This design comes from an exercise in tuning for small area on the open sky130 flow, not from production work. Where RTL was checked, it was by simulation tests only, not by an equivalence proof against the original. Power is estimated from default activity; no workload was simulated.

==> inputs of trial 62 <==
## top_level
module top_level(
                rst,
                CLK100MHZ,
                i_switch,
                o_led,
                o_tx,
                o_rx
                );
==> module ber, before the edit <==
module ber(clk, rst, enable, clk_count, i_prbs, i_rx, o_err);
    input  clk;
    input  rst;
    input  enable;
    input  [1:0] clk_count;
    input  i_prbs;
    input  i_rx;
    output o_err;
    reg [512:0] ring;
    reg [3:0] cap;
    reg       o_error;
    reg [8:0] count;
    reg       full;
    reg       error;
    reg [8:0] ber_shift;
    assign o_err = o_error;
    wire [31:0] taps;
    genvar g;
    generate
        for (g = 0; g < 32; g = g + 1) begin : g_tap
            assign taps[g] = ring[16*g];
        end
    endgenerate
    wire       tap    = taps[ber_shift[6:2]];
    wire [1:0] wslot  = count[1:0] - 2'd1;
    wire [1:0] rslot  = count[1:0] - ber_shift[1:0] - 2'd1;
    wire       now    = (ber_shift[1:0] == 2'd0) & (ber_shift[8:7] == 2'd3);
    wire       hist   = now ? tap : cap[rslot];
    wire       valid  = full | (ber_shift < count);
    wire       miss   = (valid & hist) ^ i_prbs;
    wire       last   = (ber_shift == ~count);
    always @(posedge clk) begin
        ring <= {ring[511:0], enable ? i_rx : ring[512]};
        if (clk_count == {~ber_shift[8], ber_shift[7]})
            cap[wslot] <= tap;
    end
    always @(posedge clk) begin
        if (rst) begin
            o_error   <= 1'b0;
            count     <= 9'd0;
            full      <= 1'b0;
            error     <= 1'b0;
            ber_shift <= 9'd0;
        end else if (enable) begin
            count <= count + 9'd1;
            if (count == 9'd511)
                full <= 1'b1;
            error <= error | miss;
            if (last) begin
                if (!error) begin
                    o_error <= 1'b1;
                    error   <= miss;
                end else begin
                    ber_shift <= ber_shift + 9'd1;
                    error     <= 1'b0;
                    o_error   <= 1'b0;
                end
            end
        end
    end
endmodule
Settings: LEC_CHECK=0, ABC_AREA=1, CAP_MARGIN=20, CORE_MARGIN=2, CORE_UTILIZATION=65, CTS_BUF_LIST=sky130_fd_sc_hd__clkbuf_8, CTS_CLUSTER_DIAMETER=60, CTS_CLUSTER_SIZE=18, SLEW_MARGIN=20; clock period 10.0 ns.
standard.sh (not shown) runs the stock make flow with config.mk's settings and CLKGATE_MAP_FILE= SYNTH_SCRIPT=/design/flow/synth_recipe.tcl, a recipe that flattens the netlist after the stock synthesis.
==> flow/flow/run.sh <==
#!/bin/bash
# Layout flow: the standard flow, except that synthesis skips the quick
# "abc -fast" pass at the end of Yosys's fine stage, so that extract_fa sees
# the full adders of the RTL as written (abc -fast restructures them and
# extract_fa then surrounds the adders it finds with inverters). Everything
# else, including the naming and flattening of synth_recipe.tcl, is unchanged.
set -euo pipefail
W=$PWD
sed 's/synth -top \$::env(DESIGN_NAME) -run fine: {\*}\$synth_full_args/synth -top $::env(DESIGN_NAME) -run fine: -noabc {*}$synth_full_args/' \
    "$FLOW_HOME/scripts/synth.tcl" > "$W/synth_noabc.tcl"
grep -q -- '-run fine: -noabc' "$W/synth_noabc.tcl" || { echo "could not patch synth.tcl" >&2; exit 1; }
sed "s#source \$::env(SCRIPTS_DIR)/synth.tcl#source $W/synth_noabc.tcl#" synth_recipe.tcl > "$W/synth_recipe_noabc.tcl"
grep -q "synth_noabc.tcl" "$W/synth_recipe_noabc.tcl" || { echo "could not patch synth_recipe.tcl" >&2; exit 1; }
bash standard.sh SYNTH_SCRIPT="$W/synth_recipe_noabc.tcl" finish > "$W/flow_make.log" 2>&1
==> inputs of trial 80, as changes to trial 62 <==
--- a/flow/design.v
+++ b/flow/design.v
@@ -677,32 +677,30 @@
     input  i_rx;
     output o_err;
     reg [512:0] ring;
-    reg [3:0] cap;
+    reg       cap;
     reg       o_error;
     reg [8:0] count;
     reg       full;
     reg       error;
     reg [8:0] ber_shift;
     assign o_err = o_error;
-    wire [31:0] taps;
+    wire [127:0] taps;
     genvar g;
     generate
-        for (g = 0; g < 32; g = g + 1) begin : g_tap
-            assign taps[g] = ring[16*g];
+        for (g = 0; g < 128; g = g + 1) begin : g_tap
+            assign taps[g] = ring[4*g];
         end
     endgenerate
-    wire       tap    = taps[ber_shift[6:2]];
-    wire [1:0] wslot  = count[1:0] - 2'd1;
-    wire [1:0] rslot  = count[1:0] - ber_shift[1:0] - 2'd1;
-    wire       now    = (ber_shift[1:0] == 2'd0) & (ber_shift[8:7] == 2'd3);
-    wire       hist   = now ? tap : cap[rslot];
-    wire       valid  = full | (ber_shift < count);
-    wire       miss   = (valid & hist) ^ i_prbs;
-    wire       last   = (ber_shift == ~count);
+    wire tap   = taps[ber_shift[6:0]];
+    wire late  = (ber_shift[8:7] == 2'd3);
+    wire hist  = late ? tap : cap;
+    wire valid = full | (ber_shift < count);
+    wire miss  = (valid & hist) ^ i_prbs;
+    wire last  = (ber_shift == ~count);
     always @(posedge clk) begin
         ring <= {ring[511:0], enable ? i_rx : ring[512]};
         if (clk_count == {~ber_shift[8], ber_shift[7]})
-            cap[wslot] <= tap;
+            cap <= tap;
     end
     always @(posedge clk) begin
         if (rst) begin
--- a/flow/config.mk
+++ b/flow/config.mk
@@ -8,7 +8,7 @@
 export ABC_AREA = 1
 export CAP_MARGIN = 20
 export CORE_MARGIN = 2
-export CORE_UTILIZATION = 65
+export CORE_UTILIZATION = 40
 export CTS_BUF_LIST = sky130_fd_sc_hd__clkbuf_8
 export CTS_CLUSTER_DIAMETER = 60
 export CTS_CLUSTER_SIZE = 18
==> inputs of trial 90, as changes to trial 62 <==
--- a/flow/design.v
+++ b/flow/design.v
@@ -677,32 +677,30 @@
     input  i_rx;
     output o_err;
     reg [512:0] ring;
-    reg [3:0] cap;
+    reg       cap;
     reg       o_error;
     reg [8:0] count;
     reg       full;
     reg       error;
     reg [8:0] ber_shift;
     assign o_err = o_error;
-    wire [31:0] taps;
+    wire [127:0] taps;
     genvar g;
     generate
-        for (g = 0; g < 32; g = g + 1) begin : g_tap
-            assign taps[g] = ring[16*g];
+        for (g = 0; g < 128; g = g + 1) begin : g_tap
+            assign taps[g] = ring[4*g];
         end
     endgenerate
-    wire       tap    = taps[ber_shift[6:2]];
-    wire [1:0] wslot  = count[1:0] - 2'd1;
-    wire [1:0] rslot  = count[1:0] - ber_shift[1:0] - 2'd1;
-    wire       now    = (ber_shift[1:0] == 2'd0) & (ber_shift[8:7] == 2'd3);
-    wire       hist   = now ? tap : cap[rslot];
-    wire       valid  = full | (ber_shift < count);
-    wire       miss   = (valid & hist) ^ i_prbs;
-    wire       last   = (ber_shift == ~count);
+    wire tap   = taps[ber_shift[6:0]];
+    wire late  = (ber_shift[8:7] == 2'd3);
+    wire hist  = late ? tap : cap;
+    wire valid = full | (ber_shift < count);
+    wire miss  = (valid & hist) ^ i_prbs;
+    wire last  = (ber_shift == ~count);
     always @(posedge clk) begin
         ring <= {ring[511:0], enable ? i_rx : ring[512]};
         if (clk_count == {~ber_shift[8], ber_shift[7]})
-            cap[wslot] <= tap;
+            cap <= tap;
     end
     always @(posedge clk) begin
         if (rst) begin
--- a/flow/config.mk
+++ b/flow/config.mk
@@ -8,8 +8,5 @@
 export ABC_AREA = 1
 export CAP_MARGIN = 20
 export CORE_MARGIN = 2
-export CORE_UTILIZATION = 65
-export CTS_BUF_LIST = sky130_fd_sc_hd__clkbuf_8
-export CTS_CLUSTER_DIAMETER = 60
-export CTS_CLUSTER_SIZE = 18
+export CORE_UTILIZATION = 40
 export SLEW_MARGIN = 20
==> summary of the runs <==
Critical path depth is the same in trial 62 and trial 80.
Sequential share of layout area, lowest first: trial 90, trial 80, trial 62.
The lowest fmax belongs to trial 80, the highest to trial 62.
Trial 80 finished with timing, DRC and antenna clean. Trial 90 finished with timing, DRC and antenna clean. Trial 62 ran to the end with no violations.
Area after synthesis is the same in trial 90 and trial 80.
Against trial 62, the die area of trial 90 is higher by about 66%.
Worst hold slack: trial 80 < trial 62 < trial 90.
In trial 62 the combinational power is larger than in trial 80, by about 3%.
Non-clock buffer count: trial 80 is higher than trial 62 (5).
The RTL of trial 62 was laid out without a check of its function.


==> 03-02 <==
top_level, a different RTL version from the one above (not shown whole).
clock: 10.0 ns
lec_check: 0
abc_area: 1
cap_margin: 20
core_margin: 2
core_utilization: 75
cts_buf_list: sky130_fd_sc_hd__clkbuf_8
cts_cluster_diameter: 80
cts_cluster_size: 16
slew_margin: 20
==> flow/flow/run.sh <==
#!/bin/bash
# Layout flow: the standard flow with two changes to synthesis:
# - the quick "abc -fast" pass at the end of Yosys's fine stage is skipped, so
#   that extract_fa sees the full adders of the RTL as written (abc -fast
#   restructures them and extract_fa then surrounds the adders it finds with
#   inverters);
# - the final technology mapping uses flow/abc_map.script, an area-oriented
#   ABC script, instead of ORFS's abc_area.script.
# Everything else, including the naming and flattening of synth_recipe.tcl and
# all steps after synthesis, is the standard flow.
set -euo pipefail
W=$PWD
ABC_SCRIPT="$W/flow/abc_map.script"
sed -e 's/synth -top \$::env(DESIGN_NAME) -run fine: {\*}\$synth_full_args/synth -top $::env(DESIGN_NAME) -run fine: -noabc {*}$synth_full_args/' \
    -e "s#^source \$::env(SCRIPTS_DIR)/synth_preamble.tcl\$#&\nset my_i [expr {[lsearch \$abc_args -script] + 1}]\nset abc_args [lreplace \$abc_args \$my_i \$my_i $ABC_SCRIPT]#" \
    "$FLOW_HOME/scripts/synth.tcl" > "$W/synth_custom.tcl"
grep -q -- '-run fine: -noabc' "$W/synth_custom.tcl" || { echo "could not patch synth.tcl (abc -fast)" >&2; exit 1; }
grep -q -- "$ABC_SCRIPT" "$W/synth_custom.tcl" || { echo "could not patch synth.tcl (abc script)" >&2; exit 1; }
sed "s#source \$::env(SCRIPTS_DIR)/synth.tcl#source $W/synth_custom.tcl#" synth_recipe.tcl > "$W/synth_recipe_custom.tcl"
grep -q "synth_custom.tcl" "$W/synth_recipe_custom.tcl" || { echo "could not patch synth_recipe.tcl" >&2; exit 1; }
bash standard.sh SYNTH_SCRIPT="$W/synth_recipe_custom.tcl" finish > "$W/flow_make.log" 2>&1
==> flow/flow/abc_map.script <==
strash
&get -n
&deepsyn -T 30
&nf -R 1000 -p -F 10 -C 32
&put
topo
stime -c
==> 09-25 (differences from 03-02) <==
CTS_BUF_LIST = sky130_fd_sc_hd__clkbuf_4 sky130_fd_sc_hd__clkbuf_8   (was sky130_fd_sc_hd__clkbuf_8)
CTS_CLUSTER_DIAMETER = 60   (was 80)
CTS_CLUSTER_SIZE = 18   (was 16)
==> summary.txt <==
Global-route usage: 09-25 is higher than 03-02 (0.11 points).
In 03-02 the clock power is lower than in 09-25, by about 6%.
In synthesized cell count, 09-25 and 03-02 do not differ.
Of 09-25 and 03-02, 03-02 has the higher sequential share of layout area (gap 0.19 points).
Maximum frequency is about the same in 09-25 and 03-02.
Against 09-25, the setup slack of 03-02 is lower by 0.015 ns.
In 09-25 the worst hold slack is higher than in 03-02, by 0.013 ns.
Between 03-02 and 09-25, the lower routed wire length is in 03-02 (gap 0.39%, measured against 09-25).
Power: 09-25 is larger than 03-02 (about 1.7%).
Against 09-25, the clock-buffer cell count of 03-02 is lower by 2.
In 09-25 the critical path depth is higher than in 03-02, by 1.


==> run C <==
Another version of the RTL of top_level (not shown whole).
==> module ber, before the edit <==
module ber(clk, rst, enable, clk_count, i_prbs, i_rx, o_err);
    input  clk;
    input  rst;
    input  enable;
    input  [1:0] clk_count;
    input  i_prbs;
    input  i_rx;
    output o_err;
    reg [512:0] ring;
    reg [3:0] cap;
    reg       o_error;
    reg [8:0] count;
    reg       started;
    reg       error;
    reg [8:0] ber_shift;
    assign o_err = o_error;
    wire [31:0] taps;
    genvar g;
    generate
        for (g = 0; g < 32; g = g + 1) begin : g_tap
            assign taps[g] = ring[16*g];
        end
    endgenerate
    wire       tap    = taps[ber_shift[6:2]];
    wire [1:0] wslot  = count[1:0] - 2'd1;
    wire [1:0] rslot  = count[1:0] - ber_shift[1:0] - 2'd1;
    wire       now    = (ber_shift[1:0] == 2'd0) & (ber_shift[8:7] == 2'd3);
    wire       hist   = now ? tap : cap[rslot];
    wire       valid  = started;
    wire       miss   = (valid & hist) ^ i_prbs;
    wire       last   = (ber_shift == ~count);
    always @(posedge clk) begin
        ring <= {ring[511:0], enable ? i_rx : ring[512]};
        if (clk_count == {~ber_shift[8], ber_shift[7]})
            cap[wslot] <= tap;
    end
    always @(posedge clk) begin
        if (rst) begin
            o_error   <= 1'b0;
            count     <= 9'd0;
            started   <= 1'b0;
            error     <= 1'b0;
            ber_shift <= 9'd0;
        end else if (enable) begin
            count <= count + 9'd1;
            started <= 1'b1;
            error <= error | miss;
            if (last) begin
                if (!error) begin
                    o_error <= 1'b1;
                    error   <= miss;
                end else begin
                    ber_shift <= ber_shift + 9'd1;
                    error     <= 1'b0;
                    o_error   <= 1'b0;
                end
            end
        end
    end
endmodule
Settings: LEC_CHECK=0, ABC_AREA=1, CAP_MARGIN=20, CORE_MARGIN=2, CORE_UTILIZATION=75, CTS_BUF_LIST=sky130_fd_sc_hd__clkbuf_8, CTS_CLUSTER_DIAMETER=60, CTS_CLUSTER_SIZE=18, SLEW_MARGIN=20; clock period 10.0 ns.
==> flow/flow/abc_map.script <==
strash
dc2
dch -f
map -a
topo
stime -c
Scripts as last shown in full above: flow/flow/run.sh
==> run Y (differences from run C) <==
==> flow/flow/abc_map.script (replaced) <==
strash
&get -n
&deepsyn -T 30
&put
dch -f
map -a
topo
stime -c
==> run B (differences from run C) <==
--- a/flow/design.v
+++ b/flow/design.v
@@ -668,3 +668,3 @@
     reg [8:0] count;
-    reg       started;
+    reg       full;
     reg       error;
@@ -684,3 +684,3 @@
     wire       hist   = now ? tap : cap[rslot];
-    wire       valid  = started;
+    wire       valid  = full | (ber_shift < count);
     wire       miss   = (valid & hist) ^ i_prbs;
@@ -696,3 +696,3 @@
             count     <= 9'd0;
-            started   <= 1'b0;
+            full      <= 1'b0;
             error     <= 1'b0;
@@ -701,3 +701,4 @@
             count <= count + 9'd1;
-            started <= 1'b1;
+            if (count == 9'd511)
+                full <= 1'b1;
             error <= error | miss;
==> flow/flow/run.sh (replaced) <==
#!/bin/bash
# Layout flow: the standard flow, except that synthesis skips the quick
# "abc -fast" pass at the end of Yosys's fine stage, so that extract_fa sees
# the full adders of the RTL as written (abc -fast restructures them and
# extract_fa then surrounds the adders it finds with inverters). Everything
# else, including the naming and flattening of synth_recipe.tcl, is unchanged.
set -euo pipefail
W=$PWD
sed 's/synth -top \$::env(DESIGN_NAME) -run fine: {\*}\$synth_full_args/synth -top $::env(DESIGN_NAME) -run fine: -noabc {*}$synth_full_args/' \
    "$FLOW_HOME/scripts/synth.tcl" > "$W/synth_noabc.tcl"
grep -q -- '-run fine: -noabc' "$W/synth_noabc.tcl" || { echo "could not patch synth.tcl" >&2; exit 1; }
sed "s#source \$::env(SCRIPTS_DIR)/synth.tcl#source $W/synth_noabc.tcl#" synth_recipe.tcl > "$W/synth_recipe_noabc.tcl"
grep -q "synth_noabc.tcl" "$W/synth_recipe_noabc.tcl" || { echo "could not patch synth_recipe.tcl" >&2; exit 1; }
bash standard.sh SYNTH_SCRIPT="$W/synth_recipe_noabc.tcl" finish > "$W/flow_make.log" 2>&1
removed: flow/flow/abc_map.script
==> run_results.csv <==
group,metric,value,unit
status,status,"timing/DRC/antenna clean",
worst_hold_path,worstHoldEndpoint,"ber_r.ring[371]",
placed_design,place.gp.congestion,0.8878,
pwr,combPwrFrac,0.381,
worst_setup_path,crit_path_start,"rx_r.s17[0]",
worst_setup_path,r2r_cells,28,
finish,fillCellCount,1781,
finish,multi_input_area_share,0.3330,
placed_design,dp_hpwl,32290,um
finish,nMultiInputCombCells,1134,
die,fp.dieW,185.2,um
logic_synthesis,synth_simple_gate_area_share,0.08745,
finish,signal_buffers,20,
# the run above: run C

==> run_results.csv <==
group,metric,value,unit
placed_design,place.gp.congestion,0.8968,
placed_design,dp_hpwl,30920,um
finish,signal_buffers,18,
logic_synthesis,synth_simple_gate_area_share,0.03852,
status,status,"timing/DRC/antenna clean",
logic_synthesis,synth.avg_cell_area,12.96,um^2
worst_setup_path,r2r_cells,26,
pwr,combPwrFrac,0.049,
finish,nMultiInputCombCells,801,
grt,met1_usage,0.3718,
worst_hold_path,worstHoldEndpoint,"ber_r.ring[404]",
grt,grt_busiest_layer,"met2",
finish,fillCellCount,1689,
route,dr_total_vias,13228,
# the run above: run Y

==> run_results.csv <==
group,metric,value,unit
status,status,"timing/DRC/antenna clean",
placed_design,dp_hpwl,32060,um
finish,nMultiInputCombCells,1200,
die,fp.dieW,187.8,um
placed_design,dp_slack,1.335,ns
timing,relSlewSlack,0.2779,
clock_network,clk_latency,0.66,ns
pwr,combPwrFrac,0.466,
placed_design,place.gp.congestion,0.8841,
logic_synthesis,synth_common_cells,"dfxtp_1 (761), nand2_1 (250), fa_1 (204)",
finish,fillCellCount,1934,
worst_setup_path,r2r_cells,29,
worst_setup_path,crit_path_start,"rx_r.s7[0]",
finish,multi_input_area_share,0.3404,
finish,signal_buffers,21,
logic_synthesis,synth_simple_gate_area_share,0.09541,
logic_synthesis,synth_top_cell_by_area,"dfxtp_1",
# the run above: run B

No functional check of the RTL was part of run B.

## re-timing with driven ports
No port has a modelled driver above. Below, the same layouts with a new extraction and two added sets of constraints. Step 1: set_driving_cell puts a clkbuf_16 on CLK100MHZ and a buf_2 on each other input, an assumption about the parent block. Step 2 also shifts input and output timing later by t, the mid clock arrival at the registers, as if the neighbouring blocks saw the same clock. a / b / c = ideal ports / drivers / drivers and shift; a / b = the first two.
run	t, ns	setup WS [ns]	hold slack, ns
trial 62	0.718	1.095 / 1.095 / 1.095	0.312 / 0.312 / 0.312
trial 80	0.741	1.028 / 1.028 / 1.028	0.309 / 0.309 / 0.309
trial 90	0.677	1.039 / 1.039 / 1.039	0.314 / 0.314 / 0.314
03-02	0.667	0.382 / 0.382 / 0.382	0.302 / 0.302 / 0.302
09-25	0.659	0.396 / 0.396 / 0.396	0.316 / 0.316 / 0.316
run C	0.700	0.914 / 0.914 / 0.914	0.323 / 0.323 / 0.323
run Y	0.696	1.053 / 1.053 / 1.053	0.322 / 0.322 / 0.322
run B	0.700	1.320 / 1.320 / 1.320	0.324 / 0.324 / 0.324
After both steps setup and hold are still met in every run listed.
